What follows belongs to an exercise in optimizing a design on an open flow for small area; a production flow would make more cautious choices.
The RTL was checked by simulation tests, not by an equivalence proof against the original design.
Power figures rest on the tool's default switching activity, not on a simulated workload.

==> flow/design.v <==
module EQ_MI(
    input [15:0] data,
    output MI,
    output EQ
);
assign EQ = ~data[15] & ~data[14] & ~data[13] & ~data[12] & ~data[11] & ~data[10] & ~data[9] & ~data[8] & ~data[7] & ~data[6] & ~data[5] & ~data[4] & ~data[3] & ~data[2] & ~data[1] & ~data[0];
assign MI = data[15];
endmodule
module LDA_LDI(
    input [15:0] datain,
    input LDA_sig,
    output [15:0] dataout
);
assign dataout[15] = datain[15] & LDA_sig;
assign dataout[14] = datain[14] & LDA_sig;
assign dataout[13] = datain[13] & LDA_sig;
assign dataout[12] = datain[12] & LDA_sig;
assign dataout[11:0] = datain[11:0];
endmodule
module decoder(
    input [3:0] op,
    input fetch,
    input exec1,
    input exec2,
    input EQ,
    input MI,
	 input FIB_Ready,
	 input LCG_Ready,
    input LKL_Ready,
	 input count_en,
    output Extra,
    output Reset,
	 output Loop,
    output [11:0] control_port,
	 output LCG_sig,
	 output LKL_sig
);
wire LDA, STA, ADD, SUB, JMP, JMI, JEQ, STP, LDI, LSR, LSL, FIB, LCG, LKL;
assign LDA = ~op[3] & ~op[2] & ~op[1] & ~op[0];
assign STA = ~op[3] & ~op[2] & ~op[1] &  op[0];
assign ADD = ~op[3] & ~op[2] &  op[1] & ~op[0];
assign SUB = ~op[3] & ~op[2] &  op[1] &  op[0];
assign JMP = ~op[3] &  op[2] & ~op[1] & ~op[0];
assign JMI = ~op[3] &  op[2] & ~op[1] &  op[0];
assign JEQ = ~op[3] &  op[2] &  op[1] & ~op[0];
assign STP = ~op[3] &  op[2] &  op[1] &  op[0];
assign LDI =  op[3] & ~op[2] & ~op[1] & ~op[0];
assign LSL =  op[3] & ~op[2] & ~op[1] &  op[0];
assign LSR =  op[3] & ~op[2] &  op[1] & ~op[0];
assign FIB =  op[3] & ~op[2] &  op[1] &  op[0];
assign LCG =  op[3] &  op[2] & ~op[1] & ~op[0];
assign LKL =  op[3] &  op[2] & ~op[1] &  op[0];
assign Extra = LDA & exec1 | ADD & exec1 | SUB & exec1 | FIB & exec1 | LKL & exec1;
assign Reset = ~(FIB & exec1);
assign Loop = FIB & exec1 & ~FIB_Ready | LCG & exec1 & ~LCG_Ready | LKL & exec1 & ~LKL_Ready;
assign LCG_sig = LCG & exec1;
assign LKL_sig = LKL & exec1;
assign control_port[0] = STA & exec1 | FIB & exec2 & Reset;
assign control_port[1] = exec1 & ~count_en;
assign control_port[2] = LDA & exec2 | STA & exec1 | ADD & exec2 | SUB & exec2 | JMI & ~MI & exec1 | JEQ & ~EQ & exec1 | LDI & exec1 | LSR & exec1 | LSL & exec1 | FIB & exec2 | LCG & exec1 & LCG_Ready | LKL & exec2;
assign control_port[3] = JMP & exec1 | JMI & MI & exec1 | JEQ & EQ & exec1;
assign control_port[4] = ADD & exec2 | LSL & exec1;
assign control_port[5] = LDA & exec2 | ADD & exec2 | SUB & exec2 | LDI & exec1 | LSR & exec1 | LKL & exec2 | LSL & exec1;
assign control_port[6] = 0;  
assign control_port[7] = LDA & exec2 | ADD & exec2 | SUB & exec2 | LDI & exec1 | LKL & exec2 | LSL & exec1;
assign control_port[8] = LDA & exec1 | STA & exec1 | ADD & exec1 | SUB & exec1 | JMP & exec1 | JEQ & EQ & exec1 | JMI & MI & exec1 | LKL & exec1;
assign control_port[9] = LSL & exec1;
assign control_port[10] = LDA & exec2 | LDI & exec1;
assign control_port[11] = LDA & exec2;
endmodule
module state_machine(
    input [2:0] cs,
    input Extra,
    input Loop,
    output [2:0] ns,
    output fetch,
    output exec1,
    output exec2
);
assign ns[2] = 0;
assign ns[1] = ~cs[2]&~cs[1]&cs[0]&Extra&~Loop;
assign ns[0] = ~cs[2]&~cs[1]&~cs[0] | ~cs[2]&~cs[1]&cs[0]&Loop;
assign fetch = ~cs[2]&~cs[1]&~cs[0];
assign exec1 = ~cs[2]&~cs[1]&cs[0];
assign exec2 = ~cs[2]&cs[1]&~cs[0];
endmodule 
module LKL(
	input CLK,
	input rst,
	input [15:0] data,
	input LKL_sig,
	output [15:0] address,
	output reg LKL_Ready,
	output reg count_en
);
reg [15:0] previous_data;
reg [3:0] target;
reg [11:0] address_hold;
wire [11:0] address_now = (target == data[15:12]) ? previous_data[11:0] : (count_en == 0) ? {4'b0, data[7:0]} : data[11:0];
always@(posedge CLK)
begin
	if(rst)
	begin
		count_en <= 0;
		LKL_Ready <= 0;
		target <= 0;
		previous_data <= 0;
		address_hold <= 0;
	end
	else if(!LKL_sig)
	begin
		count_en <= 0;
		LKL_Ready <= 0;
		target <= 0;
		previous_data <= 0;
	end
	else
	begin
		count_en <= LKL_sig ? 1 : 0;
		LKL_Ready <= (target == data[15:12]) ? 1 : 0;
		target <= count_en ? target : data[11:8];
		previous_data <= (target != data[15:12]) ? data[15:0] : previous_data[15:0];
		address_hold <= address_now;
	end
end
assign address = {4'b0, LKL_sig ? address_now : address_hold};
endmodule
module LCG(
    input CLK,
    input rst,
    input LCG_sig,
	 input [11:0] number,
    output reg [15:0] sum,
	 output reg Ready
);
localparam [15:0] x0 = 2633;
localparam [15:0] a = 3;
localparam [15:0] b = 3;
reg [15:0] tmpN;
reg [15:0] tmpS;
reg [15:0] tmp;
reg [1:0] counter;
reg [8:0] i;
always@(posedge CLK)
begin
	if(rst)
	begin
		tmpN <= x0;
		tmpS <= 16'b0;
		tmp = 16'b0;
		counter = 0;
		i <= 0;
		Ready <= 0;
		sum <= 0;
	end
	else
	begin
	tmp = (counter == a) ? tmpN : tmp + tmpN;
	counter = (counter == a) ? 1 : counter + 1;
	if(counter == a)
	begin
		tmpN <=  LCG_sig ? tmp + b : 0;
	   tmpS <= LCG_sig ? tmpS + tmpN : 0;
		i <= (LCG_sig) ? (i==number-1) ? i : i + 1 : 0;
	   Ready <= (i == number-1) ? 1 : 0;
		sum <= tmpS;
	end
	end
end
endmodule
module Fibo(
	input CLK,
	input rst,
	input reset, 
	input [11:0] operand,
	input [15:0] number,
	output reg wren,
	output reg ready,
	output reg [11:0] address,
	output reg [15:0] result,
	output reg [11:0] bsf
);
reg[15:0] num1, num2;
reg[11:0] counter;
reg[1:0] stage;
always@(posedge CLK)
begin 
	if(rst)
	begin
		num1 <= 16'b0;
		num2 <= 16'b1;
		counter <= 12'b0;
		ready <= 0;
		result <= 16'b1;
		wren <= 1;
		bsf <= 12'b0;
		stage <= 0;
		address <= 0;
	end
	else if(reset)
	begin
		num1 <= 16'b0;
		num2 <= 16'b1;
		counter <= 12'b0;
		ready <= 0;
		wren <= 0;
		address <= 0;
		stage <= 0;
	end
	else
	begin
		if(operand <= bsf)
		begin 
			if((bsf == 0) & (operand == 0))
			begin 
				wren <= 1;
				address <= 0;
				stage <= 3;
				result <= 1;
				counter <= 0;
				ready <= 1;
			end
			else
			begin 
				wren <= 0;
				address <= operand;
				stage <= 3;
				counter <= operand;
				result <= number;
				ready <= (operand == address) ? 1 : 0;
			end
		end
		else
		begin
			if (bsf < 1)
			begin
				if (counter == operand)
				begin
					wren <= ready ? 0 : 1 ;
					stage <= 3;
					ready <= (operand == address) ? 1 : 0;
					bsf <= counter;
					address <= counter;
					result <= num2;
				end
				else
				begin 
					wren <= 1;
					address <= counter;
					counter <= counter + 1;
					num2 <= num1 + num2;
					num1 <= num2;
					result <= num1 + num2; 
					ready <=  0;
				end	
			end
			else 
			begin
					if (stage == 0)
					begin
						wren <= 0;
						address <= bsf - 1;
						stage <= 1;
					end 
					else if(stage == 1)
					begin 
						wren <= 0;
						address <= bsf;
						stage <= 2;
						counter <= bsf;
					end
					else if(stage == 2)
					begin 
						wren <= 0;
						num1 <= number;
						stage <= 3;
					end
					else
					begin
						if(counter == operand)
						begin
							wren <= ready ? 0 : 1 ;
							address <= operand;
							result <= num2;
							ready <= (operand == address) ? 1 : 0;
							stage <= 3;
							bsf <= counter ;
						end 
						else
						begin
						   wren <= 1;
							result <= (counter == bsf) ? number + num1 : num1 + num2;
							num1 <= (counter == bsf) ? number : num2;
							num2 <= num1 + num2;
							address <= counter + 1;
							counter <= counter + 1;
							ready <= 0;
						end
					end
			end	
		end
	end
end
endmodule 
module kirin_cpu(
	input clk,
	input rst,
	input [15:0] mem_rdata,
	output [11:0] mem_addr,
	output [15:0] mem_wdata,
	output mem_we,
	input [15:0] fib_rdata,
	output [11:0] fib_addr,
	output [15:0] fib_wdata,
	output fib_we,
	output [15:0] acc_out,
	output [15:0] lcg_sum
);
wire [2:0] cs, ns;
wire fetch, exec1, exec2;
wire Extra, Reset, Loop, LCG_sig, LKL_sig;
wire [11:0] Control;
wire EQ, MI;
wire FIB_Ready, LCG_Ready, LKL_Ready, count_en;
wire [15:0] lkl_address;
reg [2:0] state;
reg [15:0] IR;
reg [11:0] PC;
reg [15:0] ACC;
wire [15:0] Instruct = Control[1] ? mem_rdata : IR;
state_machine inst4(
	.cs(cs), .Extra(Extra), .Loop(Loop),
	.ns(ns), .fetch(fetch), .exec1(exec1), .exec2(exec2)
);
decoder inst(
	.op(Instruct[15:12]), .fetch(fetch), .exec1(exec1), .exec2(exec2),
	.EQ(EQ), .MI(MI),
	.FIB_Ready(FIB_Ready), .LCG_Ready(LCG_Ready), .LKL_Ready(LKL_Ready),
	.count_en(count_en),
	.Extra(Extra), .Reset(Reset), .Loop(Loop), .control_port(Control),
	.LCG_sig(LCG_sig), .LKL_sig(LKL_sig)
);
EQ_MI inst13(.data(ACC), .MI(MI), .EQ(EQ));
wire [15:0] mux4 = Control[9] ? ACC : mem_rdata;
wire [15:0] alu = Control[4] ? ACC + mux4 : ACC - mux4;
wire [15:0] lda_ldi;
LDA_LDI inst14(.datain(mux4), .LDA_sig(Control[11]), .dataout(lda_ldi));
wire [15:0] mux3 = Control[10] ? lda_ldi : alu;
wire [15:0] acc_d = LKL_Ready ? lkl_address : mux3;
wire [11:0] mux1 = Control[8] ? Instruct[11:0] : PC;
assign mem_addr = LKL_sig ? lkl_address[11:0] : mux1;
assign mem_wdata = ACC;
assign mem_we = Control[0];
LKL inst5(
	.CLK(clk), .rst(rst), .data(mem_rdata), .LKL_sig(LKL_sig),
	.address(lkl_address), .LKL_Ready(LKL_Ready), .count_en(count_en)
);
LCG inst9(
	.CLK(clk), .rst(rst), .LCG_sig(LCG_sig), .number(Instruct[11:0]),
	.sum(lcg_sum), .Ready(LCG_Ready)
);
wire [11:0] fib_bsf;
Fibo fibo(
	.CLK(clk), .rst(rst), .reset(Reset), .operand(Instruct[11:0]),
	.number(fib_rdata), .wren(fib_we), .ready(FIB_Ready),
	.address(fib_addr), .result(fib_wdata), .bsf(fib_bsf)
);
assign cs = state;
always @(posedge clk)
begin
	if (rst)
	begin
		state <= 3'b0;
		IR <= 16'b0;
		PC <= 12'b0;
		ACC <= 16'b0;
	end
	else
	begin
		state <= ns;
		if (Control[1])
			IR <= mem_rdata;
		if (Control[3])
			PC <= Instruct[11:0];
		else if (Control[2])
			PC <= PC + 12'd1;
		if (Control[5])
		begin
			if (Control[7])
				ACC <= acc_d;
			else
				ACC <= {Control[6], ACC[15:1]};
		end
	end
end
assign acc_out = ACC;
endmodule
==> flow/run.sh <==
#!/bin/bash
# synth_recipe.tcl (not shown) runs the flow's synth.tcl, then flattens the netlist and writes it again
# the make line also repeats each setting of config.mk as NAME=value (left out here)
make -C /OpenROAD-flow-scripts/flow DESIGN_CONFIG=/design/flow/config.mk WORK_HOME=/design/flow/orfs CLKGATE_MAP_FILE= SYNTH_SCRIPT=/design/flow/synth_recipe.tcl finish
==> flow/config.mk <==
export PLATFORM = sky130hd
export DESIGN_NAME = kirin_cpu
export DESIGN_NICKNAME = kirin_cpu
export VERILOG_FILES = /design/flow/design.v
export SDC_FILE = /design/flow/constraint.sdc
export NUM_CORES = 4
export LEC_CHECK = 0
export CAP_MARGIN = 20
export CORE_MARGIN = 2
export CORE_UTILIZATION = 40
export SLEW_MARGIN = 20
==> flow/constraint.sdc <==
create_clock -name core_clock -period 6.0 [get_ports {clk}]
set_input_delay 1.2000 -clock core_clock [delete_from_list [all_inputs] [get_ports {clk}]]
set_output_delay 1.2000 -clock core_clock [all_outputs]
set_load 0.01 [all_outputs]
==> run summary <==
most common library cells after synthesis=290 x nor2_1, 240 x dfxtp_1, 171 x nand2_1, 166 x a21oi_1, 105 x mux2i_1; synthesized area=0.01715 sq mm; worst skew pair latency=570 ps; Flop pwr share=34.2%; Inserted Clock Buffers=29; RSZ-0062 raised after global routing=false; area grow syn2layout=15.85%; Post-synth ARST share=0%; Post-Route WL=53310 um; slew margin rel.=32.81%; TritonCTS clock tree=yes; final design utilization=47.16%; Seq cells post-synth=240; I/O Buffers=~120; Peak VDD IR=0.2458 mV; Setup crit end kind=register; Setup Skew=11.85 ps; Net Sw Frac=33.77%; Int Pwr=3289 uW; Worst Path Max Fanout=12; placed wire-length estimate=between 30000 and 40000 um; Antenna Cells=0; switching power total=1677 uW; total track usage=between 20% and 30%; filler cell count=roughly 4100; endpoints failing hold=0; routed vias=16254; final worst-path cycle share=89.24%; max-slew violations=0; clk slew on worst S/H paths=70 ps; Row Count=75; Clock Tree Root=clkbuf_16; Pleak=about 0.0075 uW; worst min path class=reg2reg; area leader, netlist=dfxtp_1; Mapped Cells=2140; Post CTS Setup Buffer Count=0; cell area power density=249.9 mW/mm^2; number of antenna-violating nets in the routed design=0; fraction of layout cells with a size suffix above 1=under 10%; grt ovf=0; Post-synth EDFFs=0; register area=0.004805 sq mm; vias in the first global route=between 15000 and 20000; core area=0.04213 sq mm; DRC Markers=0; Syn Nets=2278; first-pass GRT wire length=about 84000 um; WL/cell=19.26 um; Final Wtd Congestion=0.9503; worst path arrival time=5830 ps; initial DRC count=1309; Yosys cell types=89; H-tree levels=1; Fin Setup TNS=0 ps; Crit Path Class=in2reg; Ys Warns=4; clk sinks=240; footprint of the multi-input gates=0.01151 sq mm; Initial Util=40.70%; startpoint types=input port; Clock Path Buffers=3; syn avg cell area=~8.0 sq um; Seq/Total Area, Yosys=between 20% and 30%; Die Ht=211.1 um; I/O pins=124; ranking of synthesized cells by area=dfxtp_1 28%, ha_1 7.2%, nor2_1 6.3%; final setup fails=0; Post-synth top flop=dfxtp_1; worst path required time=roughly 6500 ps; post-DR vias/cell=5.872; status=complete, no violations; fmax=186.8 MHz; final net count=2345; Max Cap Viol=0; Resize count post-CTS=0; die width=211.1 um; Logic pwr share=28.5%; top cell type's share of synthesized area=28.01%; crit path time final=around 5400 ps; most numerous cell in the Yosys netlist=nor2_1; hold_buf cts=0; Final Hold Slack=479.5 ps; TritonRoute pass-1 iters=6; Slew @ Worst Pin=994.9 ps; Clk network pwr share=37.3%; pin count of the biggest net entering global routing=48; antenna violations before repair=0; die area=0.04455 sq mm
## path summary, 6_finish.rpt
| kind | from | endpoint | slack (ps) | cells after the start |
|---|---|---|---|---|
| max | mem_rdata[13] | ACC[14] | 650 | 18 |
| min | fibo.result[0] | fibo.result[0] | 480 | 1 |
| max reg2reg | inst5.count_en | ACC[14] | 830 | 17 |
| min reg2reg | fibo.result[0] | fibo.result[0] | 480 | 1 |
## final cells by class
class                           count  area share [%]
Timing Repair Buffer              179           8.363
Clock inverter                     13          0.7746
Clock buffer                       40           4.263
Inverter                           57           1.102
Tap cell                          539           3.394
Multi-Input combinational cell   1700           57.92
Sequential cell                   240           24.18
## metal layers
layer | vias to the layer above | share of wire, % | wire (um) | global-route usage [%]
met3 | 83 | 5.7 | 3032 | 3.345
met5 | - | 0.069 | 37 | 0.7786
met2 | 490 | 46 | 24450 | 39.03
met4 | 2 | 2.5 | 1325 | 6.387
met1 | 7748 | 46 | 24470 | 31.72
li1 | 7931 | - | - | -
## power groups by stage
stage / combinational (uW) / sequential, uW / clock, uW
global placement: 1380 / 1730 / 0
floorplan: 957 / 1720 / 0
global route: 1540 / 1700 / 1950
finish: 1420 / 1700 / 1850
CTS: 1400 / 1700 / 1900
detailed placement: 1400 / 1730 / 0
## placed cells by master (no fill, tap or decap), types with 17 or more instances in the layout
cell             count
ha_1                98
dfxtp_1            240
and3_1              20
o211ai_1            23
a31oi_1             25
a21o_1              27
nand3_1             50
o21ai_0             82
buf_4               56
xnor2_1            102
clkbuf_16           29
xor2_1              52
nand2_1            171
nor4_1              17
mux2i_1            105
inv_1               50
o21a_1              20
nand4_1             24
nor2_1             289
a211oi_1            58
clkdlybuf4s50_1    122
a22oi_1             18
nor3_1              61
a21oi_1            163
## registers in the layout, summed over array words and instances (netlist names), 16 cells and up
| name | count |
|---|---|
| inst9.sum | 16 |
| fibo.num2 | 16 |
| fibo.num1 | 16 |
| IR | 16 |
| inst9.tmpN | 16 |
| fibo.result | 16 |
| inst9.tmpS | 16 |
| ACC | 16 |
| inst9.tmp | 16 |
## critical path: stages
cell             delay (ps)
clkdlybuf4s50_1         480
mux2i_1                 240
nand2_1                 190
nor3_1                  210
a31oi_1                  80
nor2_1                  680
nor2_1                  150
xnor2_1                 200
fa_1                    440
a21o_1                  190
a21oi_1                 190
o21ai_0                 150
a41oi_1                 350
o21ai_0                 210
o41ai_1                 380
xnor2_1                 170
a21oi_1                  80
a311oi_1                230
## logic make-up (layout without fill, tap and decap cells)
family	Yosys count	after routing	share of synthesized area, %
fa+ha+maj	104	104	7.806
simple gates	741	741	20.32
xor+xnor	155	155	7.959
buf+inv	200	289	5.165
flops	240	240	28.01
mux	128	128	8.332
compound gates	572	572	22.40
## through the flow
stage | cell area, sq um | setup WS, ps | total power [uW] | cells
after floorplan | 17150 | 845.2 | 2677 | 2140
after global placement | 18870 | 244.8 | 3112 | 2715
after detailed placement | 18870 | 82.06 | 3127 | 2715
after CTS | 19870 | 690.1 | 4996 | 2768
after global routing | 19870 | 94.12 | 5201 | 2768
final | 19870 | 645.6 | 4966 | 2768

==> afterwards: timing with drivers on the ports <==
No port has a modelled driver above. Below, the same layout with a new extraction and two added sets of constraints. Step 1 sets driving cells, clkbuf_16 on the clock port and buf_2 on the other inputs (assumed; they add their load-dependent delay and slew). Step 2, shift: input delay + t, output delay - t, t = (earliest + latest rising clock arrival at the registers) / 2. This alone moves slack from input paths to output paths. Three values: no drivers, after step 1, after step 2; two values: the first two.
t, ns: 0.613
setup slack, ns: 0.646 / 0.648 / 0.058
slew at the worst register clock pin (ns): 0.07 / 0.07
After both steps setup and hold are still met in this run. The setup slack of this run moves by +0.002 ns with the drivers and by -0.588 ns with both steps.
